From an optimization exercise on the open Yosys and OpenROAD flow, aimed at small area, a short achievable clock period and few clock cycles; shortcuts taken in it are not production practice.
In this exercise RTL edits were held to simulation tests only and were not proved equivalent to the original.

Setup of v21:
==> flow/design.v <==
module SW #(parameter WIDTH_SCORE = 8, parameter WIDTH_POS_REF = 7, parameter WIDTH_POS_QUERY = 6)
       (
           input           clk,
           input           reset,
           input           valid,
           input [1:0]     data_ref,
           input [1:0]     data_query,
           output          finish,
           output [WIDTH_SCORE - 1:0]   max,
           output [WIDTH_POS_REF - 1:0]   pos_ref,
           output [WIDTH_POS_QUERY - 1:0]   pos_query
       );
localparam NQ = 48;
localparam K  = 3;                  
localparam P  = NQ / K;             
localparam D0 = 49 - P;             
localparam DL = D0 + P - 1;         
localparam FIN = DL + 65;           
function integer hw;                
    input integer v;
    integer b;
    begin
        b = 0;
        while ((1 << b) <= v) b = b + 1;
        hw = b;
    end
endfunction
reg [6:0] cnt;                      
reg       run;
reg       fin;
wire      go = valid | run;
always @(posedge clk or posedge reset)
begin
    if (reset) begin
        cnt <= 7'd0;
        run <= 1'b0;
        fin <= 1'b0;
    end
    else begin
        run <= go;
        if (go && cnt != FIN)
            cnt <= cnt + 7'd1;
        fin <= (cnt == FIN - 1);
    end
end
assign finish = fin;
reg [2*D0-1:0] rline;               
always @(posedge clk)
begin
    rline <= {rline[2*D0-3:0], data_ref};
end
reg  [7*P-1:0]  Ar;                 
reg  [3*NQ-1:0] Dr;                 
reg  [NQ-1:0]   eIr;
reg  [2*NQ-1:0] Qr;
wire [3*NQ-1:0] DWw;                
wire [3*NQ-1:0] Uw;                 
wire [3*NQ-1:0] R4w;                
reg  [3*P-1:0]  Hd3;                
reg  [P-1:0]    Hdz;                
reg  [3*P-1:0]  DWr;                
reg  [2*P-1:0]  Rr;                 
wire [2*P-1:0]  Rin;                
reg  [7*P-1:0]  Mr;                 
reg  [6*P-1:0]  Jr;                 
reg  [6:0] best;
reg  [6:0] best_r;
reg  [5:0] best_q;
reg  [6:0] o_max;
reg  [6:0] o_r;
reg  [5:0] o_q;
genvar p, c;
generate
for (p = 0; p < P; p = p + 1) begin : pe
    wire clr = (cnt == D0 + p - 1);
    wire ld  = (cnt >= p*K) && (cnt <= p*K + K - 1);
    localparam WA = hw(2*(p*K+1));
    wire [6:0] a0 = Ar[7*p+:7];         
    if (p == 0) begin : r0
        assign Rin[1:0] = rline[2*D0-1:2*D0-2];
    end
    else begin : rn
        assign Rin[2*p+:2] = Rr[2*(p-1)+:2];
    end
    wire [6*K-1:0] sd;
    assign sd[5:0] = {3'd0, a0[2:0]};
    for (c = 1; c < K; c = c + 1) begin : sums
        assign sd[6*c+:6] = sd[6*(c-1)+:6] + {3'd0, Dr[3*(p*K+c)+:3]};
    end
    always @(posedge clk) begin
        Rr[2*p+:2]  <= Rin[2*p+:2];
        DWr[3*p+:3] <= DWw[3*(p*K+K-1)+:3];
        Hd3[3*p+:3] <= sd[6*(K-1)+:3] - 2*(K-1);
        Hdz[p]      <= (a0[6:3] == 4'd0) && (sd[6*(K-1)+:6] == 2*(K-1));
    end
    for (c = 0; c < K; c = c + 1) begin : col
        localparam j = p*K + c;
        wire [2:0] u;
        wire       z;                    
        wire [2:0] dw;
        if (c == 0) begin : c0
            if (p == 0) begin : p0
                assign u  = a0[2:0] + 3'd2;
                assign z  = 1'b1;
                assign dw = 3'd2;
            end
            else begin : pn
                assign u  = a0[2:0] - Hd3[3*(p-1)+:3] + 3'd2;
                assign z  = Hdz[p-1];
                assign dw = DWr[3*(p-1)+:3];
            end
        end
        else begin : cn
            assign u  = Dr[3*j+:3];
            assign z  = (a0[6:3] == 4'd0) && (sd[6*(c-1)+:6] == 2*(c-1));
            assign dw = DWw[3*(j-1)+:3];
        end
        assign Uw[3*j+:3] = u;
        wire [2:0] iu  = u + eIr[j];
        wire       mt  = (Rin[2*p+:2] == Qr[2*j+:2]);
        wire [2:0] e;
        assign e[2] = mt | iu[2] | z;
        assign e[1] = mt | (iu[2] ? iu[1] : ~z);
        assign e[0] = mt ? (&iu) : (iu[2] ? iu[0] : ~z);
        wire [2:0] ea  = mt     ? ((&iu) ? 3'd1 : 3'd6 - u) :
                         iu[2]  ? {2'b00, eIr[j]} :
                         z      ? 3'd4 - u : 3'd3 - u;
        wire [2:0] eb  = 3'd1 - u;               
        wire       ge  = (dw >= e);
        wire [2:0] r4  = ge ? dw : e;            
        assign R4w[3*j+:3] = r4;
        assign DWw[3*j+:3] = ge ? dw + eb : ea;
        if (c == 0) begin : ha
            wire [3:0] dv = {1'b0, r4} - {1'b0, u} - 4'd2;
            wire [6:0] h  = a0 + {{3{dv[3]}}, dv};
            always @(posedge clk)
                Ar[7*p+:7] <= clr ? 7'd0 : {{(7-WA){1'b0}}, h[WA-1:0]};
        end
        else begin : hd
            always @(posedge clk)
                Dr[3*j+:3] <= clr ? 3'd2 : r4 - R4w[3*(j-1)+:3] + Uw[3*(j-1)+:3];
        end
        always @(posedge clk) begin
            eIr[j]     <= clr ? 1'b0 : (iu == r4);
            if (ld)
                Qr[2*j+:2] <= (c == K-1) ? data_query : Qr[2*(j+1)+:2];
        end
    end
    wire [7*(K+1)-1:0] mv;
    wire [6*(K+1)-1:0] jv;
    if (p == 0) begin : m0
        assign mv[6:0] = 7'd0;
        assign jv[5:0] = 6'd0;
    end
    else begin : mn
        assign mv[6:0] = Mr[7*(p-1)+:7];
        assign jv[5:0] = Jr[6*(p-1)+:6];
    end
    wire [6*K-1:0] rel;                  
    wire [6*K-1:0] lm;                   
    wire [2*K-1:0] li;                   
    assign rel[5:0] = 6'd0;
    assign lm[5:0]  = 6'd0;
    assign li[1:0]  = 2'd0;
    for (c = 1; c < K; c = c + 1) begin : mc
        assign rel[6*c+:6] = rel[6*(c-1)+:6] + {3'd0, Dr[3*(p*K+c)+:3]} - 6'd2;
        wire gt = ($signed(rel[6*c+:6]) > $signed(lm[6*(c-1)+:6]));
        assign lm[6*c+:6] = gt ? rel[6*c+:6] : lm[6*(c-1)+:6];
        assign li[2*c+:2] = gt ? c : li[2*(c-1)+:2];
    end
    wire [6:0] cand = a0 + lm[6*(K-1)+:6];
    wire       cgt  = (cand > mv[6:0]);
    assign mv[7*K+:7] = cgt ? cand : mv[6:0];
    assign jv[6*K+:6] = cgt ? (p*K + 1 + li[2*(K-1)+:2]) : jv[5:0];
    if (p < P-1) begin : mreg
        localparam WM = hw(2*(p*K+K));
        always @(posedge clk) begin
            Mr[7*p+:7] <= {{(7-WM){1'b0}}, mv[7*K+:WM]};
            Jr[6*p+:6] <= jv[6*K+:6];
        end
    end
    else begin : mlast
        wire       en  = (cnt >= DL + 1) && (cnt <= DL + 64);
        wire       upd = en && (mv[7*K+:7] > best);
        wire [6:0] nb  = upd ? mv[7*K+:7] : best;
        wire [5:0] nq  = upd ? jv[6*K+:6] : best_q;
        wire [6:0] nr  = upd ? cnt - DL   : best_r;
        always @(posedge clk or posedge reset) begin
            if (reset) begin
                best   <= 7'd0;
                best_r <= 7'd0;
                best_q <= 6'd0;
            end
            else begin
                best   <= nb;
                best_q <= nq;
                best_r <= nr;
            end
        end
        always @(posedge clk) begin
            o_max <= nb;
            o_q   <= nq;
            o_r   <= nr;
        end
    end
end
endgenerate
assign max       = {1'b0, o_max};
assign pos_ref   = o_r;
assign pos_query = o_q;
endmodule
clock: 33.0 ns
lec_check: 0
cap_margin: 20
core_margin: 2
core_utilization: 70
cts_cluster_diameter: 80
cts_cluster_size: 24
slew_margin: 20
standard.sh (not shown) runs the stock make flow with config.mk's settings and CLKGATE_MAP_FILE= SYNTH_SCRIPT=/design/flow/synth_recipe.tcl, a recipe that flattens the netlist after the stock synthesis.
==> flow/flow/run.sh <==
#!/bin/bash
set -euo pipefail
WORK=$(pwd)
rm -rf "$WORK/scripts_abc"
mkdir -p "$WORK/scripts_abc"
cp -r "$FLOW_HOME/scripts/." "$WORK/scripts_abc/"
cp "$WORK/flow/abc.script" "$WORK/scripts_abc/abc_speed.script"
bash "$WORK/standard.sh" SCRIPTS_DIR="$WORK/scripts_abc" ADDER_MAP_FILE= finish > "$WORK/flow_make.log" 2>&1
==> flow/flow/abc.script <==
strash
&get -n
&fraig -x
&put
scorr
dc2
strash
&get -n
&dch -f
&nf -R 40
&put
topo
stime -c
v21: flow completed, timing, DRC and antenna clean
Testbench counts of v21, summed over its fixed seeds: cycles 22,072.
> inputs changed (v21 -> v39)
Settings: CORE_UTILIZATION: 70 -> 40.
--- a/flow/flow/abc.script
+++ b/flow/flow/abc.script
@@ -10 +10 @@
-&nf -R 40
+&nf -R 20
### Flow results
- v21: full flow OK, the timing, design-rule and antenna checks passed
- Every stage of the flow completed for v39, and the final layout passed the timing, design-rule and antenna checks.
- Against v21 as the reference, v39 delivers a higher clock latency of the later-clocked register in the worst-skew pair.
- On share of the clock period used by the worst path after layout: between v39 and v21, it ends up lower for v21.
- v21 -> v39: layout clock buffer count increased by more than 10%
- From v21 to v39 the numbers moved as follows: end-of-flow core utilization fell by 31 points.
- Total length of routed wires ended up 2100 um higher on v39 than on v21.
- v39 drops fewer vias than v21.
- Taking v21 as the reference, in v39 fraction of area in clock buffers and inverters grew by 0.93 points; count of buffering cells on the critical path with inverters included held steady; horizontal die dimension saw an increase.
Edits applied to the flow inputs when going from v39 to v56:
Settings: CORE_UTILIZATION: 40 -> 70; CTS_CLUSTER_SIZE: 24 -> 30.
--- outcome ---
- On wire length on met1: v56 sits below v39.
- Compared with v39, v56 shows a number of vias per cell after detailed routing that is about 13% higher.
- In the metrics for v56 and v39, the one carrying the lower count of cells along the worst register-to-register path is v56.
- When v56 is measured against v39, its final wirelength turns out about 3.6% lower.
- In the flow results for v56 and v39, the standard-cell row count is smaller on v56.
- Between v56 and v39, worst path setup slack after routing is higher for v56, v39 comes in under that.
- In v56, register-to-register slack is lower than in v39.
- Between v56 and v39, it is v56 whose count of clock-buffer cells in the layout is lower, by 15.
- Post-route minimum period: v56 lower than v39
Changes in v54 relative to v56:
Settings: swapping 70 for 40 in CORE_UTILIZATION; putting CTS_BUF_LIST at sky130_fd_sc_hd__clkbuf_8 where nothing was set; swapping 30 for 16 in CTS_CLUSTER_SIZE; swapping 80 for 60 in CTS_CLUSTER_DIAMETER.
Notes after the runs:
- v54 finished end to end and its layout was clean on timing, DRC and antenna.
- Changes observed in v54 relative to v56: worst hold slack +0.0078 ns.
- In the tables for v56 and v54, global-route track usage on met1 reads lower with v54.
> inputs changed (v54 -> v55)
Settings: a change of CTS_CLUSTER_DIAMETER from 60 to 80; a change of CTS_CLUSTER_SIZE from 16 to 24; a deleted CTS_BUF_LIST that had been sky130_fd_sc_hd__clkbuf_8; a change of CORE_UTILIZATION from 40 to 80.
Results
As far as count of final max-slew check failures goes, v54 and v55 are indistinguishable; the numbers are identical. The source of the critical timing path comes out fin in one run and Ar[49] in the other, namely in v54 and v55 respectively. Against v54, v55 comes in 0.053 ns lower on clock skew. [v55] routed wire length rose 3300 um relative to v54. Higher post-placement worst setup slack among v55 and v54: v54. Against v54, v55 reports a effective utilization at floorplan that is higher. Compared with v54, in v55 core area went down, post-synthesis compound-gate area fraction did not really move.

-- port drivers added, routing unchanged --
How much do the figures lean on ideal ports? The routed layouts below were timed once more, with nothing changed but the port constraints.
Step 1 sets driving cells, clkbuf_16 on the clock port and buf_2 on the other inputs (assumed; they add their load-dependent delay and slew).
Step 2 also shifts input and output timing later by t, the mid clock arrival at the registers, as if the neighbouring blocks saw the same clock.
Three values: ideal ports, drivers, drivers and shift; two values: the first two.
run | shift t [ns] | setup slack, ns | worst setup path at the end | clock arrival spread, ns | worst slew at a driven data input, ns
v21 | 0.682 | 24.923 / 24.853 / 24.715 | input to register | 0.028 / 0.029 | 0.04
v39 | 0.754 | 24.828 / 24.757 / 24.948 | input to register | 0.082 / 0.082 | 0.03
v56 | 0.692 | 24.901 / 24.834 / 24.851 | input to register | 0.032 / 0.032 | 0.07
v54 | 0.869 | 24.739 / 24.670 / 24.923 | input to register | 0.089 / 0.089 | 0.03
v55 | 0.700 | 24.857 / 24.835 / 24.783 | input to register | 0.040 / 0.040 | 0.08
After both steps setup and hold are still met in every run listed. For v21, which loses most, drivers alone change the setup slack by -0.070 ns; drivers and shift together by -0.208 ns.
